This is an optimization exercise on Yosys and OpenROAD, whose aim is small area, a short achievable clock period and few clock cycles per item, not a production implementation.
Function was checked by simulation only, so behaviour that the tests miss may differ from the original.

<file path="constraint.sdc">
create_clock -name core_clock -period 5.0 [get_ports {CLOCK}]
set_input_delay 1.0000 -clock core_clock [delete_from_list [all_inputs] [get_ports {CLOCK}]]
set_output_delay 1.0000 -clock core_clock [all_outputs]
set_load 0.01 [all_outputs]
</file>
<file path="config.mk">
export PLATFORM = sky130hd
export DESIGN_NAME = multipli
export DESIGN_NICKNAME = multipli
export VERILOG_FILES = /design/flow/design.v
export SDC_FILE = /design/flow/constraint.sdc
export NUM_CORES = 4
export LEC_CHECK = 0
export CAP_MARGIN = 20
export CORE_MARGIN = 2
export CORE_UTILIZATION = 40
export SLEW_MARGIN = 20
</file>
<file path="flow/run.sh">
#!/bin/bash
# Layout flow: the standard flow (standard.sh), with the port buffers
# that global placement inserts made from sky130_fd_sc_hd__buf_1 instead of
# the default pick; the resizer upsizes them where timing or slew needs it.
set -e
export BUFFER_PORTS_ARGS="-buffer_cell sky130_fd_sc_hd__buf_1"
bash standard.sh > standard.log 2>&1
</file>
<file path="design.v">
module multipli
#(parameter int N = 32)
(
	input  logic                        CLOCK,
	input  logic                        RESET,
	input  logic                        START,
	input  logic signed [N-1:0]         A,B,
	output logic signed [2*N-1:0]       S,
	output logic                        END_MULT
);
logic [1:0] COUNT;
logic [40:0] X, Y;
logic [23:0] LO;
logic XB;
logic go, first, last;
logic [0:0] NF;     
assign go    = START & ~END_MULT;
assign first = ~NF[0];
assign last  = (COUNT == 2'd3);
logic [8:0] ab [1];
always_comb
    for (int k = 0; k < 1; k++)
        ab[k] = NF[k] ? {LO[7:0], XB} : {A[7:0], 1'b0};
logic [3:0] one [1], two [1], ng [1];
logic [32:0] m [4];
logic [32:0] Bl, Bh;
assign Bl = {B[31], B};
assign Bh = {B, 1'b0};
always_comb begin
    for (int k = 0; k < 1; k++)
        for (int i = 0; i < 4; i++) begin
            one[k][i] = ab[k][2*i] ^ ab[k][2*i+1];
            two[k][i] = (ab[k][2*i+2] & ~ab[k][2*i+1] & ~ab[k][2*i]) | (~ab[k][2*i+2] & ab[k][2*i+1] & ab[k][2*i]);
            ng[k][i]  = ab[k][2*i+2] & ~(ab[k][2*i+1] & ab[k][2*i]);
        end
    for (int i = 0; i < 4; i++)
        for (int j = 0; j < 33; j++) begin
            int k;
            k = j * 1 / 33;
            m[i][j] = ((one[k][i] & Bl[j]) | (two[k][i] & Bh[j])) ^ ng[k][i];
        end
end
logic fa_p0, fa_g0;
assign fa_p0 = X[0] ^ Y[0];
assign fa_g0 = X[0] & Y[0];
logic fa_p1, fa_g1;
assign fa_p1 = X[1] ^ Y[1];
assign fa_g1 = X[1] & Y[1];
logic fa_p2, fa_g2;
assign fa_p2 = X[2] ^ Y[2];
assign fa_g2 = X[2] & Y[2];
logic fa_p3, fa_g3;
assign fa_p3 = X[3] ^ Y[3];
assign fa_g3 = X[3] & Y[3];
logic fa_p4, fa_g4;
assign fa_p4 = X[4] ^ Y[4];
assign fa_g4 = X[4] & Y[4];
logic fa_p5, fa_g5;
assign fa_p5 = X[5] ^ Y[5];
assign fa_g5 = X[5] & Y[5];
logic fa_p6, fa_g6;
assign fa_p6 = X[6] ^ Y[6];
assign fa_g6 = X[6] & Y[6];
logic fa_p7, fa_g7;
assign fa_p7 = X[7] ^ Y[7];
assign fa_g7 = X[7] & Y[7];
logic fa_p8, fa_g8;
assign fa_p8 = X[8] ^ Y[8];
assign fa_g8 = X[8] & Y[8];
logic fa_p9, fa_g9;
assign fa_p9 = X[9] ^ Y[9];
assign fa_g9 = X[9] & Y[9];
logic fa_p10, fa_g10;
assign fa_p10 = X[10] ^ Y[10];
assign fa_g10 = X[10] & Y[10];
logic fa_p11, fa_g11;
assign fa_p11 = X[11] ^ Y[11];
assign fa_g11 = X[11] & Y[11];
logic fa_p12, fa_g12;
assign fa_p12 = X[12] ^ Y[12];
assign fa_g12 = X[12] & Y[12];
logic fa_p13, fa_g13;
assign fa_p13 = X[13] ^ Y[13];
assign fa_g13 = X[13] & Y[13];
logic fa_p14, fa_g14;
assign fa_p14 = X[14] ^ Y[14];
assign fa_g14 = X[14] & Y[14];
logic fa_p15, fa_g15;
assign fa_p15 = X[15] ^ Y[15];
assign fa_g15 = X[15] & Y[15];
logic fa_p16, fa_g16;
assign fa_p16 = X[16] ^ Y[16];
assign fa_g16 = X[16] & Y[16];
logic fa_p17, fa_g17;
assign fa_p17 = X[17] ^ Y[17];
assign fa_g17 = X[17] & Y[17];
logic fa_p18, fa_g18;
assign fa_p18 = X[18] ^ Y[18];
assign fa_g18 = X[18] & Y[18];
logic fa_p19, fa_g19;
assign fa_p19 = X[19] ^ Y[19];
assign fa_g19 = X[19] & Y[19];
logic fa_p20, fa_g20;
assign fa_p20 = X[20] ^ Y[20];
assign fa_g20 = X[20] & Y[20];
logic fa_p21, fa_g21;
assign fa_p21 = X[21] ^ Y[21];
assign fa_g21 = X[21] & Y[21];
logic fa_p22, fa_g22;
assign fa_p22 = X[22] ^ Y[22];
assign fa_g22 = X[22] & Y[22];
logic fa_p23, fa_g23;
assign fa_p23 = X[23] ^ Y[23];
assign fa_g23 = X[23] & Y[23];
logic fa_p24, fa_g24;
assign fa_p24 = X[24] ^ Y[24];
assign fa_g24 = X[24] & Y[24];
logic fa_p25, fa_g25;
assign fa_p25 = X[25] ^ Y[25];
assign fa_g25 = X[25] & Y[25];
logic fa_p26, fa_g26;
assign fa_p26 = X[26] ^ Y[26];
assign fa_g26 = X[26] & Y[26];
logic fa_p27, fa_g27;
assign fa_p27 = X[27] ^ Y[27];
assign fa_g27 = X[27] & Y[27];
logic fa_p28, fa_g28;
assign fa_p28 = X[28] ^ Y[28];
assign fa_g28 = X[28] & Y[28];
logic fa_p29, fa_g29;
assign fa_p29 = X[29] ^ Y[29];
assign fa_g29 = X[29] & Y[29];
logic fa_p30, fa_g30;
assign fa_p30 = X[30] ^ Y[30];
assign fa_g30 = X[30] & Y[30];
logic fa_p31, fa_g31;
assign fa_p31 = X[31] ^ Y[31];
assign fa_g31 = X[31] & Y[31];
logic fa_p32, fa_g32;
assign fa_p32 = X[32] ^ Y[32];
assign fa_g32 = X[32] & Y[32];
logic fa_p33, fa_g33;
assign fa_p33 = X[33] ^ Y[33];
assign fa_g33 = X[33] & Y[33];
logic fa_p34, fa_g34;
assign fa_p34 = X[34] ^ Y[34];
assign fa_g34 = X[34] & Y[34];
logic fa_p35, fa_g35;
assign fa_p35 = X[35] ^ Y[35];
assign fa_g35 = X[35] & Y[35];
logic fa_p36, fa_g36;
assign fa_p36 = X[36] ^ Y[36];
assign fa_g36 = X[36] & Y[36];
logic fa_p37, fa_g37;
assign fa_p37 = X[37] ^ Y[37];
assign fa_g37 = X[37] & Y[37];
logic fa_p38, fa_g38;
assign fa_p38 = X[38] ^ Y[38];
assign fa_g38 = X[38] & Y[38];
logic fa_p39, fa_g39;
assign fa_p39 = X[39] ^ Y[39];
assign fa_g39 = X[39] & Y[39];
logic fa_p40, fa_g40;
assign fa_p40 = X[40] ^ Y[40];
assign fa_g40 = X[40] & Y[40];
logic fa_G0_1, fa_P0_1;
assign fa_G0_1 = fa_g0 | (fa_p0 & 1'b0);
assign fa_P0_1 = fa_p0 & 1'b0;
logic fa_G0_3, fa_P0_3;
assign fa_G0_3 = fa_g2 | (fa_p2 & fa_g1);
assign fa_P0_3 = fa_p2 & fa_p1;
logic fa_G0_5, fa_P0_5;
assign fa_G0_5 = fa_g4 | (fa_p4 & fa_g3);
assign fa_P0_5 = fa_p4 & fa_p3;
logic fa_G0_7, fa_P0_7;
assign fa_G0_7 = fa_g6 | (fa_p6 & fa_g5);
assign fa_P0_7 = fa_p6 & fa_p5;
logic fa_G0_9, fa_P0_9;
assign fa_G0_9 = fa_g8 | (fa_p8 & fa_g7);
assign fa_P0_9 = fa_p8 & fa_p7;
logic fa_G0_11, fa_P0_11;
assign fa_G0_11 = fa_g10 | (fa_p10 & fa_g9);
assign fa_P0_11 = fa_p10 & fa_p9;
logic fa_G0_13, fa_P0_13;
assign fa_G0_13 = fa_g12 | (fa_p12 & fa_g11);
assign fa_P0_13 = fa_p12 & fa_p11;
logic fa_G0_15, fa_P0_15;
assign fa_G0_15 = fa_g14 | (fa_p14 & fa_g13);
assign fa_P0_15 = fa_p14 & fa_p13;
logic fa_G0_17, fa_P0_17;
assign fa_G0_17 = fa_g16 | (fa_p16 & fa_g15);
assign fa_P0_17 = fa_p16 & fa_p15;
logic fa_G0_19, fa_P0_19;
assign fa_G0_19 = fa_g18 | (fa_p18 & fa_g17);
assign fa_P0_19 = fa_p18 & fa_p17;
logic fa_G0_21, fa_P0_21;
assign fa_G0_21 = fa_g20 | (fa_p20 & fa_g19);
assign fa_P0_21 = fa_p20 & fa_p19;
logic fa_G0_23, fa_P0_23;
assign fa_G0_23 = fa_g22 | (fa_p22 & fa_g21);
assign fa_P0_23 = fa_p22 & fa_p21;
logic fa_G0_25, fa_P0_25;
assign fa_G0_25 = fa_g24 | (fa_p24 & fa_g23);
assign fa_P0_25 = fa_p24 & fa_p23;
logic fa_G0_27, fa_P0_27;
assign fa_G0_27 = fa_g26 | (fa_p26 & fa_g25);
assign fa_P0_27 = fa_p26 & fa_p25;
logic fa_G0_29, fa_P0_29;
assign fa_G0_29 = fa_g28 | (fa_p28 & fa_g27);
assign fa_P0_29 = fa_p28 & fa_p27;
logic fa_G0_31, fa_P0_31;
assign fa_G0_31 = fa_g30 | (fa_p30 & fa_g29);
assign fa_P0_31 = fa_p30 & fa_p29;
logic fa_G0_33, fa_P0_33;
assign fa_G0_33 = fa_g32 | (fa_p32 & fa_g31);
assign fa_P0_33 = fa_p32 & fa_p31;
logic fa_G0_35, fa_P0_35;
assign fa_G0_35 = fa_g34 | (fa_p34 & fa_g33);
assign fa_P0_35 = fa_p34 & fa_p33;
logic fa_G0_37, fa_P0_37;
assign fa_G0_37 = fa_g36 | (fa_p36 & fa_g35);
assign fa_P0_37 = fa_p36 & fa_p35;
logic fa_G0_39, fa_P0_39;
assign fa_G0_39 = fa_g38 | (fa_p38 & fa_g37);
assign fa_P0_39 = fa_p38 & fa_p37;
logic fa_G0_41, fa_P0_41;
assign fa_G0_41 = fa_g40 | (fa_p40 & fa_g39);
assign fa_P0_41 = fa_p40 & fa_p39;
logic fa_G1_2, fa_P1_2;
assign fa_G1_2 = fa_g1 | (fa_p1 & fa_G0_1);
assign fa_P1_2 = fa_p1 & fa_P0_1;
logic fa_G1_3, fa_P1_3;
assign fa_G1_3 = fa_G0_3 | (fa_P0_3 & fa_G0_1);
assign fa_P1_3 = fa_P0_3 & fa_P0_1;
logic fa_G1_6, fa_P1_6;
assign fa_G1_6 = fa_g5 | (fa_p5 & fa_G0_5);
assign fa_P1_6 = fa_p5 & fa_P0_5;
logic fa_G1_7, fa_P1_7;
assign fa_G1_7 = fa_G0_7 | (fa_P0_7 & fa_G0_5);
assign fa_P1_7 = fa_P0_7 & fa_P0_5;
logic fa_G1_10, fa_P1_10;
assign fa_G1_10 = fa_g9 | (fa_p9 & fa_G0_9);
assign fa_P1_10 = fa_p9 & fa_P0_9;
logic fa_G1_11, fa_P1_11;
assign fa_G1_11 = fa_G0_11 | (fa_P0_11 & fa_G0_9);
assign fa_P1_11 = fa_P0_11 & fa_P0_9;
logic fa_G1_14, fa_P1_14;
assign fa_G1_14 = fa_g13 | (fa_p13 & fa_G0_13);
assign fa_P1_14 = fa_p13 & fa_P0_13;
logic fa_G1_15, fa_P1_15;
assign fa_G1_15 = fa_G0_15 | (fa_P0_15 & fa_G0_13);
assign fa_P1_15 = fa_P0_15 & fa_P0_13;
logic fa_G1_18, fa_P1_18;
assign fa_G1_18 = fa_g17 | (fa_p17 & fa_G0_17);
assign fa_P1_18 = fa_p17 & fa_P0_17;
logic fa_G1_19, fa_P1_19;
assign fa_G1_19 = fa_G0_19 | (fa_P0_19 & fa_G0_17);
assign fa_P1_19 = fa_P0_19 & fa_P0_17;
logic fa_G1_22, fa_P1_22;
assign fa_G1_22 = fa_g21 | (fa_p21 & fa_G0_21);
assign fa_P1_22 = fa_p21 & fa_P0_21;
logic fa_G1_23, fa_P1_23;
assign fa_G1_23 = fa_G0_23 | (fa_P0_23 & fa_G0_21);
assign fa_P1_23 = fa_P0_23 & fa_P0_21;
logic fa_G1_26, fa_P1_26;
assign fa_G1_26 = fa_g25 | (fa_p25 & fa_G0_25);
assign fa_P1_26 = fa_p25 & fa_P0_25;
logic fa_G1_27, fa_P1_27;
assign fa_G1_27 = fa_G0_27 | (fa_P0_27 & fa_G0_25);
assign fa_P1_27 = fa_P0_27 & fa_P0_25;
logic fa_G1_30, fa_P1_30;
assign fa_G1_30 = fa_g29 | (fa_p29 & fa_G0_29);
assign fa_P1_30 = fa_p29 & fa_P0_29;
logic fa_G1_31, fa_P1_31;
assign fa_G1_31 = fa_G0_31 | (fa_P0_31 & fa_G0_29);
assign fa_P1_31 = fa_P0_31 & fa_P0_29;
logic fa_G1_34, fa_P1_34;
assign fa_G1_34 = fa_g33 | (fa_p33 & fa_G0_33);
assign fa_P1_34 = fa_p33 & fa_P0_33;
logic fa_G1_35, fa_P1_35;
assign fa_G1_35 = fa_G0_35 | (fa_P0_35 & fa_G0_33);
assign fa_P1_35 = fa_P0_35 & fa_P0_33;
logic fa_G1_38, fa_P1_38;
assign fa_G1_38 = fa_g37 | (fa_p37 & fa_G0_37);
assign fa_P1_38 = fa_p37 & fa_P0_37;
logic fa_G1_39, fa_P1_39;
assign fa_G1_39 = fa_G0_39 | (fa_P0_39 & fa_G0_37);
assign fa_P1_39 = fa_P0_39 & fa_P0_37;
logic fa_G2_4, fa_P2_4;
assign fa_G2_4 = fa_g3 | (fa_p3 & fa_G1_3);
assign fa_P2_4 = fa_p3 & fa_P1_3;
logic fa_G2_5, fa_P2_5;
assign fa_G2_5 = fa_G0_5 | (fa_P0_5 & fa_G1_3);
assign fa_P2_5 = fa_P0_5 & fa_P1_3;
logic fa_G2_6, fa_P2_6;
assign fa_G2_6 = fa_G1_6 | (fa_P1_6 & fa_G1_3);
assign fa_P2_6 = fa_P1_6 & fa_P1_3;
logic fa_G2_7, fa_P2_7;
assign fa_G2_7 = fa_G1_7 | (fa_P1_7 & fa_G1_3);
assign fa_P2_7 = fa_P1_7 & fa_P1_3;
logic fa_G2_12, fa_P2_12;
assign fa_G2_12 = fa_g11 | (fa_p11 & fa_G1_11);
assign fa_P2_12 = fa_p11 & fa_P1_11;
logic fa_G2_13, fa_P2_13;
assign fa_G2_13 = fa_G0_13 | (fa_P0_13 & fa_G1_11);
assign fa_P2_13 = fa_P0_13 & fa_P1_11;
logic fa_G2_14, fa_P2_14;
assign fa_G2_14 = fa_G1_14 | (fa_P1_14 & fa_G1_11);
assign fa_P2_14 = fa_P1_14 & fa_P1_11;
logic fa_G2_15, fa_P2_15;
assign fa_G2_15 = fa_G1_15 | (fa_P1_15 & fa_G1_11);
assign fa_P2_15 = fa_P1_15 & fa_P1_11;
logic fa_G2_20, fa_P2_20;
assign fa_G2_20 = fa_g19 | (fa_p19 & fa_G1_19);
assign fa_P2_20 = fa_p19 & fa_P1_19;
logic fa_G2_21, fa_P2_21;
assign fa_G2_21 = fa_G0_21 | (fa_P0_21 & fa_G1_19);
assign fa_P2_21 = fa_P0_21 & fa_P1_19;
logic fa_G2_22, fa_P2_22;
assign fa_G2_22 = fa_G1_22 | (fa_P1_22 & fa_G1_19);
assign fa_P2_22 = fa_P1_22 & fa_P1_19;
logic fa_G2_23, fa_P2_23;
assign fa_G2_23 = fa_G1_23 | (fa_P1_23 & fa_G1_19);
assign fa_P2_23 = fa_P1_23 & fa_P1_19;
logic fa_G2_28, fa_P2_28;
assign fa_G2_28 = fa_g27 | (fa_p27 & fa_G1_27);
assign fa_P2_28 = fa_p27 & fa_P1_27;
logic fa_G2_29, fa_P2_29;
assign fa_G2_29 = fa_G0_29 | (fa_P0_29 & fa_G1_27);
assign fa_P2_29 = fa_P0_29 & fa_P1_27;
logic fa_G2_30, fa_P2_30;
assign fa_G2_30 = fa_G1_30 | (fa_P1_30 & fa_G1_27);
assign fa_P2_30 = fa_P1_30 & fa_P1_27;
logic fa_G2_31, fa_P2_31;
assign fa_G2_31 = fa_G1_31 | (fa_P1_31 & fa_G1_27);
assign fa_P2_31 = fa_P1_31 & fa_P1_27;
logic fa_G2_36, fa_P2_36;
assign fa_G2_36 = fa_g35 | (fa_p35 & fa_G1_35);
assign fa_P2_36 = fa_p35 & fa_P1_35;
logic fa_G2_37, fa_P2_37;
assign fa_G2_37 = fa_G0_37 | (fa_P0_37 & fa_G1_35);
assign fa_P2_37 = fa_P0_37 & fa_P1_35;
logic fa_G2_38, fa_P2_38;
assign fa_G2_38 = fa_G1_38 | (fa_P1_38 & fa_G1_35);
assign fa_P2_38 = fa_P1_38 & fa_P1_35;
logic fa_G2_39, fa_P2_39;
assign fa_G2_39 = fa_G1_39 | (fa_P1_39 & fa_G1_35);
assign fa_P2_39 = fa_P1_39 & fa_P1_35;
logic fa_G3_8, fa_P3_8;
assign fa_G3_8 = fa_g7 | (fa_p7 & fa_G2_7);
assign fa_P3_8 = fa_p7 & fa_P2_7;
logic fa_G3_9, fa_P3_9;
assign fa_G3_9 = fa_G0_9 | (fa_P0_9 & fa_G2_7);
assign fa_P3_9 = fa_P0_9 & fa_P2_7;
logic fa_G3_10, fa_P3_10;
assign fa_G3_10 = fa_G1_10 | (fa_P1_10 & fa_G2_7);
assign fa_P3_10 = fa_P1_10 & fa_P2_7;
logic fa_G3_11, fa_P3_11;
assign fa_G3_11 = fa_G1_11 | (fa_P1_11 & fa_G2_7);
assign fa_P3_11 = fa_P1_11 & fa_P2_7;
logic fa_G3_12, fa_P3_12;
assign fa_G3_12 = fa_G2_12 | (fa_P2_12 & fa_G2_7);
assign fa_P3_12 = fa_P2_12 & fa_P2_7;
logic fa_G3_13, fa_P3_13;
assign fa_G3_13 = fa_G2_13 | (fa_P2_13 & fa_G2_7);
assign fa_P3_13 = fa_P2_13 & fa_P2_7;
logic fa_G3_14, fa_P3_14;
assign fa_G3_14 = fa_G2_14 | (fa_P2_14 & fa_G2_7);
assign fa_P3_14 = fa_P2_14 & fa_P2_7;
logic fa_G3_15, fa_P3_15;
assign fa_G3_15 = fa_G2_15 | (fa_P2_15 & fa_G2_7);
assign fa_P3_15 = fa_P2_15 & fa_P2_7;
logic fa_G3_24, fa_P3_24;
assign fa_G3_24 = fa_g23 | (fa_p23 & fa_G2_23);
assign fa_P3_24 = fa_p23 & fa_P2_23;
logic fa_G3_25, fa_P3_25;
assign fa_G3_25 = fa_G0_25 | (fa_P0_25 & fa_G2_23);
assign fa_P3_25 = fa_P0_25 & fa_P2_23;
logic fa_G3_26, fa_P3_26;
assign fa_G3_26 = fa_G1_26 | (fa_P1_26 & fa_G2_23);
assign fa_P3_26 = fa_P1_26 & fa_P2_23;
logic fa_G3_27, fa_P3_27;
assign fa_G3_27 = fa_G1_27 | (fa_P1_27 & fa_G2_23);
assign fa_P3_27 = fa_P1_27 & fa_P2_23;
logic fa_G3_28, fa_P3_28;
assign fa_G3_28 = fa_G2_28 | (fa_P2_28 & fa_G2_23);
assign fa_P3_28 = fa_P2_28 & fa_P2_23;
logic fa_G3_29, fa_P3_29;
assign fa_G3_29 = fa_G2_29 | (fa_P2_29 & fa_G2_23);
assign fa_P3_29 = fa_P2_29 & fa_P2_23;
logic fa_G3_30, fa_P3_30;
assign fa_G3_30 = fa_G2_30 | (fa_P2_30 & fa_G2_23);
assign fa_P3_30 = fa_P2_30 & fa_P2_23;
logic fa_G3_31, fa_P3_31;
assign fa_G3_31 = fa_G2_31 | (fa_P2_31 & fa_G2_23);
assign fa_P3_31 = fa_P2_31 & fa_P2_23;
logic fa_G3_40, fa_P3_40;
assign fa_G3_40 = fa_g39 | (fa_p39 & fa_G2_39);
assign fa_P3_40 = fa_p39 & fa_P2_39;
logic fa_G3_41, fa_P3_41;
assign fa_G3_41 = fa_G0_41 | (fa_P0_41 & fa_G2_39);
assign fa_P3_41 = fa_P0_41 & fa_P2_39;
logic fa_G4_16, fa_P4_16;
assign fa_G4_16 = fa_g15 | (fa_p15 & fa_G3_15);
assign fa_P4_16 = fa_p15 & fa_P3_15;
logic fa_G4_17, fa_P4_17;
assign fa_G4_17 = fa_G0_17 | (fa_P0_17 & fa_G3_15);
assign fa_P4_17 = fa_P0_17 & fa_P3_15;
logic fa_G4_18, fa_P4_18;
assign fa_G4_18 = fa_G1_18 | (fa_P1_18 & fa_G3_15);
assign fa_P4_18 = fa_P1_18 & fa_P3_15;
logic fa_G4_19, fa_P4_19;
assign fa_G4_19 = fa_G1_19 | (fa_P1_19 & fa_G3_15);
assign fa_P4_19 = fa_P1_19 & fa_P3_15;
logic fa_G4_20, fa_P4_20;
assign fa_G4_20 = fa_G2_20 | (fa_P2_20 & fa_G3_15);
assign fa_P4_20 = fa_P2_20 & fa_P3_15;
logic fa_G4_21, fa_P4_21;
assign fa_G4_21 = fa_G2_21 | (fa_P2_21 & fa_G3_15);
assign fa_P4_21 = fa_P2_21 & fa_P3_15;
logic fa_G4_22, fa_P4_22;
assign fa_G4_22 = fa_G2_22 | (fa_P2_22 & fa_G3_15);
assign fa_P4_22 = fa_P2_22 & fa_P3_15;
logic fa_G4_23, fa_P4_23;
assign fa_G4_23 = fa_G2_23 | (fa_P2_23 & fa_G3_15);
assign fa_P4_23 = fa_P2_23 & fa_P3_15;
logic fa_G4_24, fa_P4_24;
assign fa_G4_24 = fa_G3_24 | (fa_P3_24 & fa_G3_15);
assign fa_P4_24 = fa_P3_24 & fa_P3_15;
logic fa_G4_25, fa_P4_25;
assign fa_G4_25 = fa_G3_25 | (fa_P3_25 & fa_G3_15);
assign fa_P4_25 = fa_P3_25 & fa_P3_15;
logic fa_G4_26, fa_P4_26;
assign fa_G4_26 = fa_G3_26 | (fa_P3_26 & fa_G3_15);
assign fa_P4_26 = fa_P3_26 & fa_P3_15;
logic fa_G4_27, fa_P4_27;
assign fa_G4_27 = fa_G3_27 | (fa_P3_27 & fa_G3_15);
assign fa_P4_27 = fa_P3_27 & fa_P3_15;
logic fa_G4_28, fa_P4_28;
assign fa_G4_28 = fa_G3_28 | (fa_P3_28 & fa_G3_15);
assign fa_P4_28 = fa_P3_28 & fa_P3_15;
logic fa_G4_29, fa_P4_29;
assign fa_G4_29 = fa_G3_29 | (fa_P3_29 & fa_G3_15);
assign fa_P4_29 = fa_P3_29 & fa_P3_15;
logic fa_G4_30, fa_P4_30;
assign fa_G4_30 = fa_G3_30 | (fa_P3_30 & fa_G3_15);
assign fa_P4_30 = fa_P3_30 & fa_P3_15;
logic fa_G4_31, fa_P4_31;
assign fa_G4_31 = fa_G3_31 | (fa_P3_31 & fa_G3_15);
assign fa_P4_31 = fa_P3_31 & fa_P3_15;
logic fa_G5_32, fa_P5_32;
assign fa_G5_32 = fa_g31 | (fa_p31 & fa_G4_31);
assign fa_P5_32 = fa_p31 & fa_P4_31;
logic fa_G5_33, fa_P5_33;
assign fa_G5_33 = fa_G0_33 | (fa_P0_33 & fa_G4_31);
assign fa_P5_33 = fa_P0_33 & fa_P4_31;
logic fa_G5_34, fa_P5_34;
assign fa_G5_34 = fa_G1_34 | (fa_P1_34 & fa_G4_31);
assign fa_P5_34 = fa_P1_34 & fa_P4_31;
logic fa_G5_35, fa_P5_35;
assign fa_G5_35 = fa_G1_35 | (fa_P1_35 & fa_G4_31);
assign fa_P5_35 = fa_P1_35 & fa_P4_31;
logic fa_G5_36, fa_P5_36;
assign fa_G5_36 = fa_G2_36 | (fa_P2_36 & fa_G4_31);
assign fa_P5_36 = fa_P2_36 & fa_P4_31;
logic fa_G5_37, fa_P5_37;
assign fa_G5_37 = fa_G2_37 | (fa_P2_37 & fa_G4_31);
assign fa_P5_37 = fa_P2_37 & fa_P4_31;
logic fa_G5_38, fa_P5_38;
assign fa_G5_38 = fa_G2_38 | (fa_P2_38 & fa_G4_31);
assign fa_P5_38 = fa_P2_38 & fa_P4_31;
logic fa_G5_39, fa_P5_39;
assign fa_G5_39 = fa_G2_39 | (fa_P2_39 & fa_G4_31);
assign fa_P5_39 = fa_P2_39 & fa_P4_31;
logic fa_G5_40, fa_P5_40;
assign fa_G5_40 = fa_G3_40 | (fa_P3_40 & fa_G4_31);
assign fa_P5_40 = fa_P3_40 & fa_P4_31;
logic fa_G5_41, fa_P5_41;
assign fa_G5_41 = fa_G3_41 | (fa_P3_41 & fa_G4_31);
assign fa_P5_41 = fa_P3_41 & fa_P4_31;
logic fa_s0;
assign fa_s0 = fa_p0 ^ 1'b0;
logic fa_s1;
assign fa_s1 = fa_p1 ^ fa_G0_1;
logic fa_s2;
assign fa_s2 = fa_p2 ^ fa_G1_2;
logic fa_s3;
assign fa_s3 = fa_p3 ^ fa_G1_3;
logic fa_s4;
assign fa_s4 = fa_p4 ^ fa_G2_4;
logic fa_s5;
assign fa_s5 = fa_p5 ^ fa_G2_5;
logic fa_s6;
assign fa_s6 = fa_p6 ^ fa_G2_6;
logic fa_s7;
assign fa_s7 = fa_p7 ^ fa_G2_7;
logic fa_s8;
assign fa_s8 = fa_p8 ^ fa_G3_8;
logic fa_s9;
assign fa_s9 = fa_p9 ^ fa_G3_9;
logic fa_s10;
assign fa_s10 = fa_p10 ^ fa_G3_10;
logic fa_s11;
assign fa_s11 = fa_p11 ^ fa_G3_11;
logic fa_s12;
assign fa_s12 = fa_p12 ^ fa_G3_12;
logic fa_s13;
assign fa_s13 = fa_p13 ^ fa_G3_13;
logic fa_s14;
assign fa_s14 = fa_p14 ^ fa_G3_14;
logic fa_s15;
assign fa_s15 = fa_p15 ^ fa_G3_15;
logic fa_s16;
assign fa_s16 = fa_p16 ^ fa_G4_16;
logic fa_s17;
assign fa_s17 = fa_p17 ^ fa_G4_17;
logic fa_s18;
assign fa_s18 = fa_p18 ^ fa_G4_18;
logic fa_s19;
assign fa_s19 = fa_p19 ^ fa_G4_19;
logic fa_s20;
assign fa_s20 = fa_p20 ^ fa_G4_20;
logic fa_s21;
assign fa_s21 = fa_p21 ^ fa_G4_21;
logic fa_s22;
assign fa_s22 = fa_p22 ^ fa_G4_22;
logic fa_s23;
assign fa_s23 = fa_p23 ^ fa_G4_23;
logic fa_s24;
assign fa_s24 = fa_p24 ^ fa_G4_24;
logic fa_s25;
assign fa_s25 = fa_p25 ^ fa_G4_25;
logic fa_s26;
assign fa_s26 = fa_p26 ^ fa_G4_26;
logic fa_s27;
assign fa_s27 = fa_p27 ^ fa_G4_27;
logic fa_s28;
assign fa_s28 = fa_p28 ^ fa_G4_28;
logic fa_s29;
assign fa_s29 = fa_p29 ^ fa_G4_29;
logic fa_s30;
assign fa_s30 = fa_p30 ^ fa_G4_30;
logic fa_s31;
assign fa_s31 = fa_p31 ^ fa_G4_31;
logic fa_s32;
assign fa_s32 = fa_p32 ^ fa_G5_32;
logic fa_s33;
assign fa_s33 = fa_p33 ^ fa_G5_33;
logic fa_s34;
assign fa_s34 = fa_p34 ^ fa_G5_34;
logic fa_s35;
assign fa_s35 = fa_p35 ^ fa_G5_35;
logic fa_s36;
assign fa_s36 = fa_p36 ^ fa_G5_36;
logic fa_s37;
assign fa_s37 = fa_p37 ^ fa_G5_37;
logic fa_s38;
assign fa_s38 = fa_p38 ^ fa_G5_38;
logic fa_s39;
assign fa_s39 = fa_p39 ^ fa_G5_39;
logic fa_s40;
assign fa_s40 = fa_p40 ^ fa_G5_40;
logic [40:0] F;
assign F = {fa_s40, fa_s39, fa_s38, fa_s37, fa_s36, fa_s35, fa_s34, fa_s33, fa_s32, fa_s31, fa_s30, fa_s29, fa_s28, fa_s27, fa_s26, fa_s25, fa_s24, fa_s23, fa_s22, fa_s21, fa_s20, fa_s19, fa_s18, fa_s17, fa_s16, fa_s15, fa_s14, fa_s13, fa_s12, fa_s11, fa_s10, fa_s9, fa_s8, fa_s7, fa_s6, fa_s5, fa_s4, fa_s3, fa_s2, fa_s1, fa_s0};
logic [32:0] na;
always_comb begin
    na = '0;
    for (int k = 0; k < 16; k++)
        na[2*k] = A[2*k+1] & ~(A[2*k] & (k == 0 ? 1'b0 : A[2*k-1]));
end
logic [32:0] ag;
assign ag = first ? na : F[40:8];
logic hs0;
logic hc0;
logic fs0;
logic fc0;
logic fs1;
logic fc1;
logic fs2;
logic fc2;
logic fs3;
logic fc3;
logic fs4;
logic fc4;
logic fs5;
logic fc5;
logic fs6;
logic fc6;
logic fs7;
logic fc7;
logic fs8;
logic fc8;
logic fs9;
logic fc9;
logic fs10;
logic fc10;
logic fs11;
logic fc11;
logic fs12;
logic fc12;
logic fs13;
logic fc13;
logic fs14;
logic fc14;
logic fs15;
logic fc15;
logic fs16;
logic fc16;
logic fs17;
logic fc17;
logic fs18;
logic fc18;
logic fs19;
logic fc19;
logic fs20;
logic fc20;
logic fs21;
logic fc21;
logic fs22;
logic fc22;
logic fs23;
logic fc23;
logic fs24;
logic fc24;
logic fs25;
logic fc25;
logic hs1;
logic hc1;
logic hs2;
logic hc2;
logic fs26;
logic fc26;
logic fs27;
logic fc27;
logic fs28;
logic fc28;
logic fs29;
logic fc29;
logic fs30;
logic fc30;
logic fs31;
logic fc31;
logic fs32;
logic fc32;
logic fs33;
logic fc33;
logic fs34;
logic fc34;
logic fs35;
logic fc35;
logic fs36;
logic fc36;
logic fs37;
logic fc37;
logic fs38;
logic fc38;
logic fs39;
logic fc39;
logic fs40;
logic fc40;
logic fs41;
logic fc41;
logic fs42;
logic fc42;
logic fs43;
logic fc43;
logic fs44;
logic fc44;
logic fs45;
logic fc45;
logic fs46;
logic fc46;
logic fs47;
logic fc47;
logic fs48;
logic fc48;
logic fs49;
logic fc49;
logic fs50;
logic fc50;
logic fs51;
logic fc51;
logic fs52;
logic fc52;
logic fs53;
logic fc53;
logic fs54;
logic fc54;
logic fs55;
logic fc55;
logic hs3;
logic hc3;
logic hs4;
logic hc4;
logic fs56;
logic fc56;
logic fs57;
logic fc57;
logic fs58;
logic fc58;
logic fs59;
logic fc59;
logic fs60;
logic fc60;
logic fs61;
logic fc61;
logic fs62;
logic fc62;
logic fs63;
logic fc63;
logic fs64;
logic fc64;
logic fs65;
logic fc65;
logic fs66;
logic fc66;
logic fs67;
logic fc67;
logic fs68;
logic fc68;
logic fs69;
logic fc69;
logic fs70;
logic fc70;
logic fs71;
logic fc71;
logic fs72;
logic fc72;
logic fs73;
logic fc73;
logic fs74;
logic fc74;
logic fs75;
logic fc75;
logic fs76;
logic fc76;
logic fs77;
logic fc77;
logic fs78;
logic fc78;
logic fs79;
logic fc79;
logic fs80;
logic fc80;
logic fs81;
logic fc81;
logic fs82;
logic fc82;
logic fs83;
logic fc83;
logic fs84;
logic fc84;
logic fs85;
logic fc85;
logic fs86;
logic fc86;
logic fs87;
logic fc87;
logic fs88;
logic fc88;
logic fs89;
logic fc89;
logic hs5;
logic hc5;
assign hs0 = m[0][6] ^ m[1][4];
assign hc0 = m[0][6] & m[1][4];
assign fs0 = m[0][7] ^ m[1][5] ^ m[2][3];
assign fc0 = (m[0][7] & m[1][5]) | (m[0][7] & m[2][3]) | (m[1][5] & m[2][3]);
assign fs1 = m[0][8] ^ m[1][6] ^ m[2][4];
assign fc1 = (m[0][8] & m[1][6]) | (m[0][8] & m[2][4]) | (m[1][6] & m[2][4]);
assign fs2 = m[0][9] ^ m[1][7] ^ m[2][5];
assign fc2 = (m[0][9] & m[1][7]) | (m[0][9] & m[2][5]) | (m[1][7] & m[2][5]);
assign fs3 = m[0][10] ^ m[1][8] ^ m[2][6];
assign fc3 = (m[0][10] & m[1][8]) | (m[0][10] & m[2][6]) | (m[1][8] & m[2][6]);
assign fs4 = m[0][11] ^ m[1][9] ^ m[2][7];
assign fc4 = (m[0][11] & m[1][9]) | (m[0][11] & m[2][7]) | (m[1][9] & m[2][7]);
assign fs5 = m[0][12] ^ m[1][10] ^ m[2][8];
assign fc5 = (m[0][12] & m[1][10]) | (m[0][12] & m[2][8]) | (m[1][10] & m[2][8]);
assign fs6 = m[0][13] ^ m[1][11] ^ m[2][9];
assign fc6 = (m[0][13] & m[1][11]) | (m[0][13] & m[2][9]) | (m[1][11] & m[2][9]);
assign fs7 = m[0][14] ^ m[1][12] ^ m[2][10];
assign fc7 = (m[0][14] & m[1][12]) | (m[0][14] & m[2][10]) | (m[1][12] & m[2][10]);
assign fs8 = m[0][15] ^ m[1][13] ^ m[2][11];
assign fc8 = (m[0][15] & m[1][13]) | (m[0][15] & m[2][11]) | (m[1][13] & m[2][11]);
assign fs9 = m[0][16] ^ m[1][14] ^ m[2][12];
assign fc9 = (m[0][16] & m[1][14]) | (m[0][16] & m[2][12]) | (m[1][14] & m[2][12]);
assign fs10 = m[0][17] ^ m[1][15] ^ m[2][13];
assign fc10 = (m[0][17] & m[1][15]) | (m[0][17] & m[2][13]) | (m[1][15] & m[2][13]);
assign fs11 = m[0][18] ^ m[1][16] ^ m[2][14];
assign fc11 = (m[0][18] & m[1][16]) | (m[0][18] & m[2][14]) | (m[1][16] & m[2][14]);
assign fs12 = m[0][19] ^ m[1][17] ^ m[2][15];
assign fc12 = (m[0][19] & m[1][17]) | (m[0][19] & m[2][15]) | (m[1][17] & m[2][15]);
assign fs13 = m[0][20] ^ m[1][18] ^ m[2][16];
assign fc13 = (m[0][20] & m[1][18]) | (m[0][20] & m[2][16]) | (m[1][18] & m[2][16]);
assign fs14 = m[0][21] ^ m[1][19] ^ m[2][17];
assign fc14 = (m[0][21] & m[1][19]) | (m[0][21] & m[2][17]) | (m[1][19] & m[2][17]);
assign fs15 = m[0][22] ^ m[1][20] ^ m[2][18];
assign fc15 = (m[0][22] & m[1][20]) | (m[0][22] & m[2][18]) | (m[1][20] & m[2][18]);
assign fs16 = m[0][23] ^ m[1][21] ^ m[2][19];
assign fc16 = (m[0][23] & m[1][21]) | (m[0][23] & m[2][19]) | (m[1][21] & m[2][19]);
assign fs17 = m[0][24] ^ m[1][22] ^ m[2][20];
assign fc17 = (m[0][24] & m[1][22]) | (m[0][24] & m[2][20]) | (m[1][22] & m[2][20]);
assign fs18 = m[0][25] ^ m[1][23] ^ m[2][21];
assign fc18 = (m[0][25] & m[1][23]) | (m[0][25] & m[2][21]) | (m[1][23] & m[2][21]);
assign fs19 = m[0][26] ^ m[1][24] ^ m[2][22];
assign fc19 = (m[0][26] & m[1][24]) | (m[0][26] & m[2][22]) | (m[1][24] & m[2][22]);
assign fs20 = m[0][27] ^ m[1][25] ^ m[2][23];
assign fc20 = (m[0][27] & m[1][25]) | (m[0][27] & m[2][23]) | (m[1][25] & m[2][23]);
assign fs21 = m[0][28] ^ m[1][26] ^ m[2][24];
assign fc21 = (m[0][28] & m[1][26]) | (m[0][28] & m[2][24]) | (m[1][26] & m[2][24]);
assign fs22 = m[0][29] ^ m[1][27] ^ m[2][25];
assign fc22 = (m[0][29] & m[1][27]) | (m[0][29] & m[2][25]) | (m[1][27] & m[2][25]);
assign fs23 = m[0][30] ^ m[1][28] ^ m[2][26];
assign fc23 = (m[0][30] & m[1][28]) | (m[0][30] & m[2][26]) | (m[1][28] & m[2][26]);
assign fs24 = m[0][31] ^ m[1][29] ^ m[2][27];
assign fc24 = (m[0][31] & m[1][29]) | (m[0][31] & m[2][27]) | (m[1][29] & m[2][27]);
assign fs25 = ~m[0][32] ^ m[1][30] ^ m[2][28];
assign fc25 = (~m[0][32] & m[1][30]) | (~m[0][32] & m[2][28]) | (m[1][30] & m[2][28]);
assign hs1 = 1'b1 ^ m[1][31];
assign hc1 = 1'b1 & m[1][31];
assign hs2 = m[0][4] ^ m[1][2];
assign hc2 = m[0][4] & m[1][2];
assign fs26 = m[0][5] ^ m[1][3] ^ m[2][1];
assign fc26 = (m[0][5] & m[1][3]) | (m[0][5] & m[2][1]) | (m[1][3] & m[2][1]);
assign fs27 = m[2][2] ^ m[3][0] ^ hs0;
assign fc27 = (m[2][2] & m[3][0]) | (m[2][2] & hs0) | (m[3][0] & hs0);
assign fs28 = m[3][1] ^ hc0 ^ fs0;
assign fc28 = (m[3][1] & hc0) | (m[3][1] & fs0) | (hc0 & fs0);
assign fs29 = m[3][2] ^ fc0 ^ fs1;
assign fc29 = (m[3][2] & fc0) | (m[3][2] & fs1) | (fc0 & fs1);
assign fs30 = m[3][3] ^ fc1 ^ fs2;
assign fc30 = (m[3][3] & fc1) | (m[3][3] & fs2) | (fc1 & fs2);
assign fs31 = m[3][4] ^ fc2 ^ fs3;
assign fc31 = (m[3][4] & fc2) | (m[3][4] & fs3) | (fc2 & fs3);
assign fs32 = m[3][5] ^ fc3 ^ fs4;
assign fc32 = (m[3][5] & fc3) | (m[3][5] & fs4) | (fc3 & fs4);
assign fs33 = m[3][6] ^ fc4 ^ fs5;
assign fc33 = (m[3][6] & fc4) | (m[3][6] & fs5) | (fc4 & fs5);
assign fs34 = m[3][7] ^ fc5 ^ fs6;
assign fc34 = (m[3][7] & fc5) | (m[3][7] & fs6) | (fc5 & fs6);
assign fs35 = m[3][8] ^ fc6 ^ fs7;
assign fc35 = (m[3][8] & fc6) | (m[3][8] & fs7) | (fc6 & fs7);
assign fs36 = m[3][9] ^ fc7 ^ fs8;
assign fc36 = (m[3][9] & fc7) | (m[3][9] & fs8) | (fc7 & fs8);
assign fs37 = m[3][10] ^ fc8 ^ fs9;
assign fc37 = (m[3][10] & fc8) | (m[3][10] & fs9) | (fc8 & fs9);
assign fs38 = m[3][11] ^ fc9 ^ fs10;
assign fc38 = (m[3][11] & fc9) | (m[3][11] & fs10) | (fc9 & fs10);
assign fs39 = m[3][12] ^ fc10 ^ fs11;
assign fc39 = (m[3][12] & fc10) | (m[3][12] & fs11) | (fc10 & fs11);
assign fs40 = m[3][13] ^ fc11 ^ fs12;
assign fc40 = (m[3][13] & fc11) | (m[3][13] & fs12) | (fc11 & fs12);
assign fs41 = m[3][14] ^ fc12 ^ fs13;
assign fc41 = (m[3][14] & fc12) | (m[3][14] & fs13) | (fc12 & fs13);
assign fs42 = m[3][15] ^ fc13 ^ fs14;
assign fc42 = (m[3][15] & fc13) | (m[3][15] & fs14) | (fc13 & fs14);
assign fs43 = m[3][16] ^ fc14 ^ fs15;
assign fc43 = (m[3][16] & fc14) | (m[3][16] & fs15) | (fc14 & fs15);
assign fs44 = m[3][17] ^ fc15 ^ fs16;
assign fc44 = (m[3][17] & fc15) | (m[3][17] & fs16) | (fc15 & fs16);
assign fs45 = m[3][18] ^ fc16 ^ fs17;
assign fc45 = (m[3][18] & fc16) | (m[3][18] & fs17) | (fc16 & fs17);
assign fs46 = m[3][19] ^ fc17 ^ fs18;
assign fc46 = (m[3][19] & fc17) | (m[3][19] & fs18) | (fc17 & fs18);
assign fs47 = m[3][20] ^ fc18 ^ fs19;
assign fc47 = (m[3][20] & fc18) | (m[3][20] & fs19) | (fc18 & fs19);
assign fs48 = m[3][21] ^ fc19 ^ fs20;
assign fc48 = (m[3][21] & fc19) | (m[3][21] & fs20) | (fc19 & fs20);
assign fs49 = m[3][22] ^ fc20 ^ fs21;
assign fc49 = (m[3][22] & fc20) | (m[3][22] & fs21) | (fc20 & fs21);
assign fs50 = m[3][23] ^ fc21 ^ fs22;
assign fc50 = (m[3][23] & fc21) | (m[3][23] & fs22) | (fc21 & fs22);
assign fs51 = m[3][24] ^ fc22 ^ fs23;
assign fc51 = (m[3][24] & fc22) | (m[3][24] & fs23) | (fc22 & fs23);
assign fs52 = m[3][25] ^ fc23 ^ fs24;
assign fc52 = (m[3][25] & fc23) | (m[3][25] & fs24) | (fc23 & fs24);
assign fs53 = m[3][26] ^ fc24 ^ fs25;
assign fc53 = (m[3][26] & fc24) | (m[3][26] & fs25) | (fc24 & fs25);
assign fs54 = m[2][29] ^ m[3][27] ^ hs1;
assign fc54 = (m[2][29] & m[3][27]) | (m[2][29] & hs1) | (m[3][27] & hs1);
assign fs55 = ~m[1][32] ^ m[2][30] ^ m[3][28];
assign fc55 = (~m[1][32] & m[2][30]) | (~m[1][32] & m[3][28]) | (m[2][30] & m[3][28]);
assign hs3 = 1'b1 ^ m[2][31];
assign hc3 = 1'b1 & m[2][31];
assign hs4 = m[0][2] ^ m[1][0];
assign hc4 = m[0][2] & m[1][0];
assign fs56 = m[0][3] ^ m[1][1] ^ ag[3];
assign fc56 = (m[0][3] & m[1][1]) | (m[0][3] & ag[3]) | (m[1][1] & ag[3]);
assign fs57 = m[2][0] ^ hs2 ^ ag[4];
assign fc57 = (m[2][0] & hs2) | (m[2][0] & ag[4]) | (hs2 & ag[4]);
assign fs58 = hc2 ^ fs26 ^ ag[5];
assign fc58 = (hc2 & fs26) | (hc2 & ag[5]) | (fs26 & ag[5]);
assign fs59 = fc26 ^ fs27 ^ ag[6];
assign fc59 = (fc26 & fs27) | (fc26 & ag[6]) | (fs27 & ag[6]);
assign fs60 = fc27 ^ ag[7] ^ fs28;
assign fc60 = (fc27 & ag[7]) | (fc27 & fs28) | (ag[7] & fs28);
assign fs61 = fc28 ^ ag[8] ^ fs29;
assign fc61 = (fc28 & ag[8]) | (fc28 & fs29) | (ag[8] & fs29);
assign fs62 = fc29 ^ ag[9] ^ fs30;
assign fc62 = (fc29 & ag[9]) | (fc29 & fs30) | (ag[9] & fs30);
assign fs63 = fc30 ^ ag[10] ^ fs31;
assign fc63 = (fc30 & ag[10]) | (fc30 & fs31) | (ag[10] & fs31);
assign fs64 = fc31 ^ ag[11] ^ fs32;
assign fc64 = (fc31 & ag[11]) | (fc31 & fs32) | (ag[11] & fs32);
assign fs65 = fc32 ^ ag[12] ^ fs33;
assign fc65 = (fc32 & ag[12]) | (fc32 & fs33) | (ag[12] & fs33);
assign fs66 = fc33 ^ ag[13] ^ fs34;
assign fc66 = (fc33 & ag[13]) | (fc33 & fs34) | (ag[13] & fs34);
assign fs67 = fc34 ^ ag[14] ^ fs35;
assign fc67 = (fc34 & ag[14]) | (fc34 & fs35) | (ag[14] & fs35);
assign fs68 = fc35 ^ ag[15] ^ fs36;
assign fc68 = (fc35 & ag[15]) | (fc35 & fs36) | (ag[15] & fs36);
assign fs69 = fc36 ^ ag[16] ^ fs37;
assign fc69 = (fc36 & ag[16]) | (fc36 & fs37) | (ag[16] & fs37);
assign fs70 = fc37 ^ ag[17] ^ fs38;
assign fc70 = (fc37 & ag[17]) | (fc37 & fs38) | (ag[17] & fs38);
assign fs71 = fc38 ^ ag[18] ^ fs39;
assign fc71 = (fc38 & ag[18]) | (fc38 & fs39) | (ag[18] & fs39);
assign fs72 = fc39 ^ ag[19] ^ fs40;
assign fc72 = (fc39 & ag[19]) | (fc39 & fs40) | (ag[19] & fs40);
assign fs73 = fc40 ^ ag[20] ^ fs41;
assign fc73 = (fc40 & ag[20]) | (fc40 & fs41) | (ag[20] & fs41);
assign fs74 = fc41 ^ ag[21] ^ fs42;
assign fc74 = (fc41 & ag[21]) | (fc41 & fs42) | (ag[21] & fs42);
assign fs75 = fc42 ^ ag[22] ^ fs43;
assign fc75 = (fc42 & ag[22]) | (fc42 & fs43) | (ag[22] & fs43);
assign fs76 = fc43 ^ ag[23] ^ fs44;
assign fc76 = (fc43 & ag[23]) | (fc43 & fs44) | (ag[23] & fs44);
assign fs77 = fc44 ^ ag[24] ^ fs45;
assign fc77 = (fc44 & ag[24]) | (fc44 & fs45) | (ag[24] & fs45);
assign fs78 = fc45 ^ ag[25] ^ fs46;
assign fc78 = (fc45 & ag[25]) | (fc45 & fs46) | (ag[25] & fs46);
assign fs79 = fc46 ^ ag[26] ^ fs47;
assign fc79 = (fc46 & ag[26]) | (fc46 & fs47) | (ag[26] & fs47);
assign fs80 = fc47 ^ ag[27] ^ fs48;
assign fc80 = (fc47 & ag[27]) | (fc47 & fs48) | (ag[27] & fs48);
assign fs81 = fc48 ^ ag[28] ^ fs49;
assign fc81 = (fc48 & ag[28]) | (fc48 & fs49) | (ag[28] & fs49);
assign fs82 = fc49 ^ ag[29] ^ fs50;
assign fc82 = (fc49 & ag[29]) | (fc49 & fs50) | (ag[29] & fs50);
assign fs83 = fc50 ^ ag[30] ^ fs51;
assign fc83 = (fc50 & ag[30]) | (fc50 & fs51) | (ag[30] & fs51);
assign fs84 = fc51 ^ ag[31] ^ fs52;
assign fc84 = (fc51 & ag[31]) | (fc51 & fs52) | (ag[31] & fs52);
assign fs85 = fc52 ^ ~ag[32] ^ fs53;
assign fc85 = (fc52 & ~ag[32]) | (fc52 & fs53) | (~ag[32] & fs53);
assign fs86 = fc25 ^ fs54 ^ fc53;
assign fc86 = (fc25 & fs54) | (fc25 & fc53) | (fs54 & fc53);
assign fs87 = hc1 ^ fs55 ^ fc54;
assign fc87 = (hc1 & fs55) | (hc1 & fc54) | (fs55 & fc54);
assign fs88 = m[3][29] ^ hs3 ^ fc55;
assign fc88 = (m[3][29] & hs3) | (m[3][29] & fc55) | (hs3 & fc55);
assign fs89 = ~m[2][32] ^ m[3][30] ^ hc3;
assign fc89 = (~m[2][32] & m[3][30]) | (~m[2][32] & hc3) | (m[3][30] & hc3);
assign hs5 = 1'b1 ^ m[3][31];
assign hc5 = 1'b1 & m[3][31];
always_ff @(posedge CLOCK or negedge RESET) begin
    if (!RESET) begin
        END_MULT <= 1'b0;
        COUNT    <= '0;
        NF       <= '0;
    end else begin
        if (go) begin
            COUNT    <= last ? '0 : COUNT + 1'b1;
            END_MULT <= last;
            NF       <= {1{~last}};
        end else if (!START) begin
            END_MULT <= 1'b0;
        end
    end
end
always_ff @(posedge CLOCK) begin
    if (!END_MULT) begin
        X[0] <= m[0][0];
        X[1] <= m[0][1];
        X[2] <= hs4;
        X[3] <= hc4;
        X[4] <= fc56;
        X[5] <= fc57;
        X[6] <= fc58;
        X[7] <= fc59;
        X[8] <= fc60;
        X[9] <= fc61;
        X[10] <= fc62;
        X[11] <= fc63;
        X[12] <= fc64;
        X[13] <= fc65;
        X[14] <= fc66;
        X[15] <= fc67;
        X[16] <= fc68;
        X[17] <= fc69;
        X[18] <= fc70;
        X[19] <= fc71;
        X[20] <= fc72;
        X[21] <= fc73;
        X[22] <= fc74;
        X[23] <= fc75;
        X[24] <= fc76;
        X[25] <= fc77;
        X[26] <= fc78;
        X[27] <= fc79;
        X[28] <= fc80;
        X[29] <= fc81;
        X[30] <= fc82;
        X[31] <= fc83;
        X[32] <= fc84;
        X[33] <= fc85;
        X[34] <= fc86;
        X[35] <= fc87;
        X[36] <= fc88;
        X[37] <= fc89;
        X[38] <= hc5;
        X[39] <= 1'b1;
        X[40] <= 1'b1;
        Y[0] <= ag[0];
        Y[1] <= ag[1];
        Y[2] <= ag[2];
        Y[3] <= fs56;
        Y[4] <= fs57;
        Y[5] <= fs58;
        Y[6] <= fs59;
        Y[7] <= fs60;
        Y[8] <= fs61;
        Y[9] <= fs62;
        Y[10] <= fs63;
        Y[11] <= fs64;
        Y[12] <= fs65;
        Y[13] <= fs66;
        Y[14] <= fs67;
        Y[15] <= fs68;
        Y[16] <= fs69;
        Y[17] <= fs70;
        Y[18] <= fs71;
        Y[19] <= fs72;
        Y[20] <= fs73;
        Y[21] <= fs74;
        Y[22] <= fs75;
        Y[23] <= fs76;
        Y[24] <= fs77;
        Y[25] <= fs78;
        Y[26] <= fs79;
        Y[27] <= fs80;
        Y[28] <= fs81;
        Y[29] <= fs82;
        Y[30] <= fs83;
        Y[31] <= fs84;
        Y[32] <= fs85;
        Y[33] <= fs86;
        Y[34] <= fs87;
        Y[35] <= fs88;
        Y[36] <= fs89;
        Y[37] <= hs5;
        Y[38] <= ~m[3][32];
        Y[39] <= 1'b0;
        Y[40] <= 1'b0;
        LO <= first ? A[31:8] : {F[7:0], LO[23:8]};
    end
end
always_ff @(posedge CLOCK) begin
    XB <= NF[0] ? LO[7] : A[7];
end
assign S = {F[39:0], LO};
endmodule
</file>
<file path="standard.sh">
#!/bin/bash
# synth_recipe.tcl (not shown) runs the flow's synth.tcl, then flattens the netlist and writes it again
# the make line also repeats each setting of config.mk as NAME=value (left out here)
make -C /OpenROAD-flow-scripts/flow DESIGN_CONFIG=/design/flow/config.mk WORK_HOME=/design/flow/orfs CLKGATE_MAP_FILE= SYNTH_SCRIPT=/design/flow/synth_recipe.tcl "${@:-finish}"
</file>
==> results.txt, run 1 <==
Core Area=26,100 µm²; mux share of post-synthesis cell area=0.0341; DP HPWL=21.5 mm; row cnt=59; Port-buffer cells=131; Synth Register Bits=around 110; Initial DRT Pass Iterations=6; # IOs=132; CTS Root Cell=clkbuf_16; largest family of logic cells by synthesized area=adder cells; Die H=around 170 µm; layout cell share with drive strength beyond 1=0.0719; Layout fillers=2,469; CP startpoint kind=register; Unique masters post-synth=56; area fraction in compound gates after synthesis=0.148; ys flop type=edfxtp_1; Detailed Route WL=28.6 mm; Max Freq=0.211 GHz; Max clock buf depth=2; number of global-route vias before repair=7,736; Synthesized Nets=1,234; commonest non-fill, non-tap cell in the layout=buf_1; first-pass GRT wire length=about 45 mm; ANT nets after route=0; Async S/R FF share, synth=0.0374; CTS clk-pin slew, worst paths=0.08 ns; Crit Path Category=register to primary output; H-tree lvl count=3; starting density of the core=0.408; Synth Area in Adders=0.234; xor/xnor share of the synthesized area=0.130; CTS sink count=107; Clock Latency Late Sink=0.36 ns; Worst Path Max Fanout=5; Post-synth EDFFs=102; largest net degree at the start of global routing=57; initial antenna violation count=3; CTS tree=built; register area share after synthesis=0.299; simple-gate share of the synthesized area=0.0554; Overflow after GRT=0; TritonCTS buffer count=9; Critical Path Sink Type=primary output; endpoints failing hold=0; Avg WL per Cell=20.3 µm; DRC violations left=0; Setup violations, final=0; Reg2Reg Depth=12; die span in x=167 µm; syn_area_per_cell=approximately 10 µm²; via/cell ratio=5.48; nets@finish=~1,300; gr usage total=0.206; post-route minimum period=4.74 ns; Tightest Pin Transition=0.724 ns; most frequent cells in the layout=buf_1 (131), a22oi_1 (122), inv_1 (117); Antenna Diode Count=0; Layout Area Growth over Synthesis=7.99%; Slew HR=0.517; post-cts resize count=0; Gate Count Post-Synth=about 1,000; status=finished clean; RSZ-0062 raised after global routing=no; Hold/Removal Path Class=input pin to asynchronous set/reset pin; synthesized area=10,600 µm²; post-CTS setup buffer count=0; Post-CTS Hold Buffers=0; Pins Over Slew Limit=0; gpl congestion=~0.86; clock skew=between 0.01 and 0.015 ns; DR iter-0 viols=799; Crit path required time=4.00 ns; Ys Warns=6; Vias=7,707; max cap viols=0; Crit path arrival time=3.74 ns; Die ar.=27,900 µm²; Period Utilization, post-route=0.948; final setup TNS=0 ns
metrics by stage:
step                      instance area (µm²)  std cells  setup WS [ns]  hold slack, ns   util
after floorplan                         10600       1025          0.719           0.480      -
after global placement                  11200       1390          0.560           0.491  0.429
after detailed placement                11200       1390          0.520           0.503  0.429
after CTS                               11500       1406          0.226           0.451  0.441
after global routing                    11500       1406        0.00924           0.463  0.441
final                                   11500       1406          0.259           0.455  0.441
synth_stat cells, drive strengths merged, types with 2 or more instances:
cell | instances | area (µm²)
a22oi | 122 | 916
inv | 118 | 443
edfxtp | 102 | 3060
xor2 | 98 | 858
fa | 95 | 1900
clkbuf | 76 | 297
xnor2 | 60 | 526
nand2 | 54 | 203
ha | 47 | 588
buf | 44 | 318
a21oi | 26 | 153
mux2 | 26 | 293
nor2 | 24 | 90.1
o21ai | 23 | 115
nor3 | 11 | 55.1
a21o | 10 | 75.1
and2 | 10 | 63.8
and3 | 8 | 50.1
mux2i | 7 | 70.1
nand3 | 7 | 35.0
o21a | 7 | 52.6
o21bai | 5 | 37.5
or3 | 5 | 31.3
a211oi | 4 | 30.0
dfrtp | 4 | 100
a211o | 2 | 17.5
a21boi | 2 | 15.0
a221o | 2 | 20.0
a22o | 2 | 17.5
a31o | 2 | 17.5
and4 | 2 | 17.5
nand4 | 2 | 12.5
nor2b | 2 | 12.5
o31ai | 2 | 15.0
per-layer routing:
layer,vias to the layer above,GRT usage,routed length (µm)
met5,-,0,30
met4,6,0.0435,342
met3,27,0.0485,2190
met2,305,0.327,13000
met1,3827,0.289,13000
li1,3542,-,-
area by class of cell:
class | instances | area (µm²) | area share
inverter | 118 | 445 | 0.0388
tap | 335 | 419 | 0.0365
timing repair buffer | 150 | 697 | 0.0606
clock buffer | 9 | 225 | 0.0196
multi-input combinational | 680 | 6450 | 0.561
sequential | 107 | 3180 | 0.277
clock inverter | 7 | 76.3 | 0.00664
logic make-up (layout without fill, tap and decap cells):
| family | count (synthesis) | count (layout) |
|---|---|---|
| AOI/OAI and AO/OA | 220 | 220 |
| xor gates and xnor gates | 158 | 158 |
| adders and majority gates | 142 | 142 |
| buffers and inverters | 238 | 284 |
| DFF | 107 | 107 |
| muxes | 33 | 33 |
| and+or+nand+nor | 127 | 127 |
worst max-delay path, stage by stage (launching register included):
cell      delay [ns]
edfxtp_1        0.39
ha_1            0.38
and4_1          0.25
nand4_1         0.09
or3_1           0.38
a21oi_1         0.56
o21ai_0         0.26
a21oi_1         0.32
a211oi_1        0.13
nor3_1          0.42
buf_1           0.20
state kept, by name, indices dropped and copies added (netlist names):
register / cells
NF: 1
X: 39
LO: 24
END_MULT: 1
COUNT: 2
XB: 1
Y: 39
final timing paths:
check	startpoint	to	slack, ns
min reg2reg	COUNT[1]$_DFFE_PN0P_	COUNT[1]$_DFFE_PN0P_	0.52
max	X[12]$_DFFE_PN_	S[58]	0.26
max in group asynchronous	RESET	NF$_DFFE_PN0P_	4.35
min in group core_clock	COUNT[1]$_DFFE_PN0P_	COUNT[1]$_DFFE_PN0P_	0.52
max reg2reg	NF$_DFFE_PN0P_	Y[17]$_DFFE_PN_	0.71
min	RESET	END_MULT$_DFFE_PN0P_	0.45
Testbench counts, summed over its fixed seeds: cycles 7,992, items 1,600.
==> run 2: changes to the inputs <==
--- a/design.v
+++ b/design.v
@@ -19,7 +19,23 @@
 assign last  = (COUNT == 2'd3);
-logic [8:0] ab [1];
-always_comb
-    for (int k = 0; k < 1; k++)
-        ab[k] = NF[k] ? {LO[7:0], XB} : {A[7:0], 1'b0};
+logic [8:0] aa, al;
+assign aa = {A[7:0], 1'b0};
+assign al = {LO[7:0], XB};
+logic [3:0] oneA, twoA, ngA, oneL, twoL, ngL;
+always_comb begin
+    for (int i = 0; i < 4; i++) begin
+        oneA[i] = aa[2*i] ^ aa[2*i+1];
+        twoA[i] = (aa[2*i+2] & ~aa[2*i+1] & ~aa[2*i]) | (~aa[2*i+2] & aa[2*i+1] & aa[2*i]);
+        ngA[i]  = aa[2*i+2] & ~(aa[2*i+1] & aa[2*i]);
+        oneL[i] = al[2*i] ^ al[2*i+1];
+        twoL[i] = (al[2*i+2] & ~al[2*i+1] & ~al[2*i]) | (~al[2*i+2] & al[2*i+1] & al[2*i]);
+        ngL[i]  = al[2*i+2] & ~(al[2*i+1] & al[2*i]);
+    end
+end
 logic [3:0] one [1], two [1], ng [1];
+always_comb
+    for (int k = 0; k < 1; k++) begin
+        one[k] = NF[k] ? oneL : oneA;
+        two[k] = NF[k] ? twoL : twoA;
+        ng[k]  = NF[k] ? ngL : ngA;
+    end
 logic [32:0] m [4];
@@ -29,8 +45,2 @@
 always_comb begin
-    for (int k = 0; k < 1; k++)
-        for (int i = 0; i < 4; i++) begin
-            one[k][i] = ab[k][2*i] ^ ab[k][2*i+1];
-            two[k][i] = (ab[k][2*i+2] & ~ab[k][2*i+1] & ~ab[k][2*i]) | (~ab[k][2*i+2] & ab[k][2*i+1] & ab[k][2*i]);
-            ng[k][i]  = ab[k][2*i+2] & ~(ab[k][2*i+1] & ab[k][2*i]);
-        end
     for (int i = 0; i < 4; i++)
--- a/config.mk
+++ b/config.mk
@@ -7,2 +7,3 @@
 export LEC_CHECK = 0
+export ABC_AREA = 1
 export CAP_MARGIN = 20
@@ -10,2 +11,3 @@
 export CORE_UTILIZATION = 40
+export SETUP_SLACK_MARGIN = 1.0
 export SLEW_MARGIN = 20
==> results.txt, run 2 <==
most frequent cells in the layout=nand2_1 (226), inv_1 (213), buf_1 (131); Crit path required time=4.00 ns; endpoints failing hold=0; nets@finish=1,541; Reg2Reg Depth=11; via/cell ratio=5.05; CTS sink count=107; first-pass GRT wire length=45.9 mm; final setup TNS=0 ns; status=finished clean; starting density of the core=0.405; Initial DRT Pass Iterations=5; Ys Warns=5; DP HPWL=approximately 23 mm; Post-synth EDFFs=just over 100; area fraction in compound gates after synthesis=0.105; Worst Path Max Fanout=10; gr usage total=0.204; xor/xnor share of the synthesized area=0.113; layout cell share with drive strength beyond 1=0.0615; largest family of logic cells by synthesized area=adder cells; Final Non-Filler Cells=1,712; Max clock buf depth=2; most instantiated cells after synthesis=nand2_1 (227), inv_1 (214), o22ai_1 (124), xor2_1 (106), edfxtp_1 (102); synthesized area=11,200 µm²; Die ar.=29,300 µm²; gpl congestion=0.903; Largest regs=X x39, Y x39, LO x24; Crit Path Category=register to primary output; RSZ-0062 raised after global routing=yes; ANT nets after route=0; Overflow after GRT=0; top-count cell post-synth=nand2_1; register area share after synthesis=0.285; Synth Register Bits=107; CTS tree=built; Reg-to-Reg End=Y[21]$_DFFE_PN_; simple-gate share of the synthesized area=0.139; Hold/Removal Path Class=input pin to asynchronous set/reset pin; Pins Over Slew Limit=0; die span in x=171 µm; largest net degree at the start of global routing=62; Fin Hold WS=0.464 ns; Avg WL per Cell=17.0 µm; CTS clk-pin slew, worst paths=0.08 ns; syn_area_per_cell=just under 9 µm²; number of global-route vias before repair=~8,500; Slew HR=0.494; row cnt=61; CTS Root Cell=clkbuf_16; Crit path largest cell delay=0.45 ns; dpl cells=1,696; CP startpoint kind=register; top post-synthesis cells by area=edfxtp_1 (27%), fa_1 (17%), xor2_1 (8.3%), nand2_1 (7.6%), inv_1 (7.2%); H-tree lvl count=3; post-route minimum period=3.84 ns; Clock Latency Late Sink=0.36 ns; Antenna Diode Count=0; ys flop type=edfxtp_1; Max Freq=0.260 GHz; TritonCTS buffer count=9; worst-path cell chain=ha_1 -> nand3_1 -> nand3_2 -> nand2_1 -> nand2_2 -> nand2_2 -> nand2_8 -> nand2_4 -> nand2_4 -> inv_1 -> fa_1 -> xor2_2 -> inv_1 -> buf_1; Port-buffer cells=131; worst-path cell with the longest stage delay=edfxtp_1; Critical Path Sink Type=primary output; Setup violations, final=0; max cap viols=0; Worst Setup SP=Y[1]$_SDFFCE_PN0N_; Period Utilization, post-route=0.769; Synth top area share=0.274; biggest area consumer among synthesized cells=edfxtp_1; Die H=between 150 and 200 µm; Detailed Route WL=29.0 mm; Layout Area Growth over Synthesis=7.69%; Tightest Pin Transition=0.759 ns; DRC violations left=0; Unique masters post-synth=45; # IOs=132; Synthesized Nets=1,471; initial antenna violation count=0; Core Area=between 20,000 and 30,000 µm²; Synth Area in Adders=0.226; Vias=between 8,000 and 9,000; clock skew=0.0143 ns; Crit path arrival time=2.84 ns; Reg-to-Reg Start=NF$_DFFE_PN0P_; Gate Count Post-Synth=1,259; mux share of post-synthesis cell area=0.00470; R2R Setup Slk=1.24 ns; Async S/R FF share, synth=0.0374; DR iter-0 viols=847; Post-CTS Hold Buffers=0; post-layout util=0.436; commonest non-fill, non-tap cell in the layout=nand2_1
==> run 2: changes by cell type after synthesis, moves of 20 or more <==
cell	delta
nor2_1	+21
mux2_2	-26
nand2_1	+173
o22ai_1	+123
a22oi_1	-122
buf_2	+20
inv_1	+96
clkbuf_1	-59
nand3_1	+36
xnor2_1	-22
==> run 2: worst max-delay path by stage <==
stage / endpoint / slack, ns / cells after the start
after floorplan: Y[13]$_DFFE_PN_ / 1.17 / 11
after global placement: Y[25]$_DFFE_PN_ / 0.83 / 12
after detailed placement: Y[27]$_DFFE_PN_ / 0.76 / 12
after CTS: S[56] / 1.06 / 12
after global routing: S[56] / 0.98 / 14
final: S[56] / 1.16 / 14
==> run 2: critical path: cells and delay by family (launching register included) <==
kind          cells  cell delay (ns)
simple gates      8             0.81
fa+ha+maj         2             0.72
flops             1             0.45
xor+xnor          1             0.21
buf+inv           3             0.27
==> run 2: layout make-up <==
class | instances | area [µm²]
clock buffer | 9 | 225
clock inverter | 7 | 51.3
fill | 2835 | 15600
inverter | 223 | 845
multi-input combinational | 842 | 6650
sequential | 107 | 3180
tap | 378 | 473
timing repair buffer | 146 | 621
==> run 2: metal layers <==
layer	track usage	vias to the layer above	wire, µm
met2	0.338	279	14200
li1	-	4166	-
met5	0	-	0
met3	0.0258	21	1680
met1	0.284	4180	12600
met4	0.0520	0	520
==> run 2: metrics by stage <==
| step | area, µm² | setup slack [ns] |
|---|---|---|
| floorplan | 11200 | 1.17 |
| global placement | 11700 | 0.830 |
| detailed placement | 11700 | 0.764 |
| CTS | 12000 | 1.06 |
| global route | 12000 | 0.982 |
| finish | 12000 | 1.16 |
==> run 2: timing repair <==
item                       4_1_cts  5_1_grt
resized for setup                0        6
setup endpoints to repair        0        8
buffers inserted                 0        0
==> run 2: cells by family after synthesis <==
family,count (synthesis)
fa+ha+maj,145
simple gates,360
buf+inv,310
xor+xnor,144
mux,4
flops,107
compound gates,189
Testbench counts of run 2, summed over its fixed seeds: cycles 7,992, items 1,600.

[port drivers added, routing unchanged]
How much do the figures lean on ideal ports? The routed layouts below were timed once more, with nothing changed but the port constraints. Step 1 (the two cells are an assumption about what drives the block):
set clk [get_ports {CLOCK}]
set_driving_cell -lib_cell sky130_fd_sc_hd__clkbuf_16 $clk
set_driving_cell -lib_cell sky130_fd_sc_hd__buf_2 [delete_from_list [all_inputs] $clk]
Step 2 also shifts input and output timing later by t, the mid clock arrival at the registers, as if the neighbouring blocks saw the same clock. Three values: no drivers, after step 1, after step 2; two values: the first two.
| run | t, ns | setup WS [ns] | hold slack, ns | worst setup path at the end | clock arrival spread, ns |
|---|---|---|---|---|---|
| run 1 | 0.395 | 0.259 / 0.216 / 0.497 | 0.455 / 0.444 / 0.517 | input to register | 0.014 / 0.013 |
| run 2 | 0.400 | 1.157 / 1.112 / 0.769 | 0.464 / 0.440 / 0.491 | input to register | 0.015 / 0.014 |
After both steps setup and hold are still met in every run listed. For run 2, which loses most, drivers alone change the setup slack by -0.045 ns; drivers and shift together by -0.388 ns.
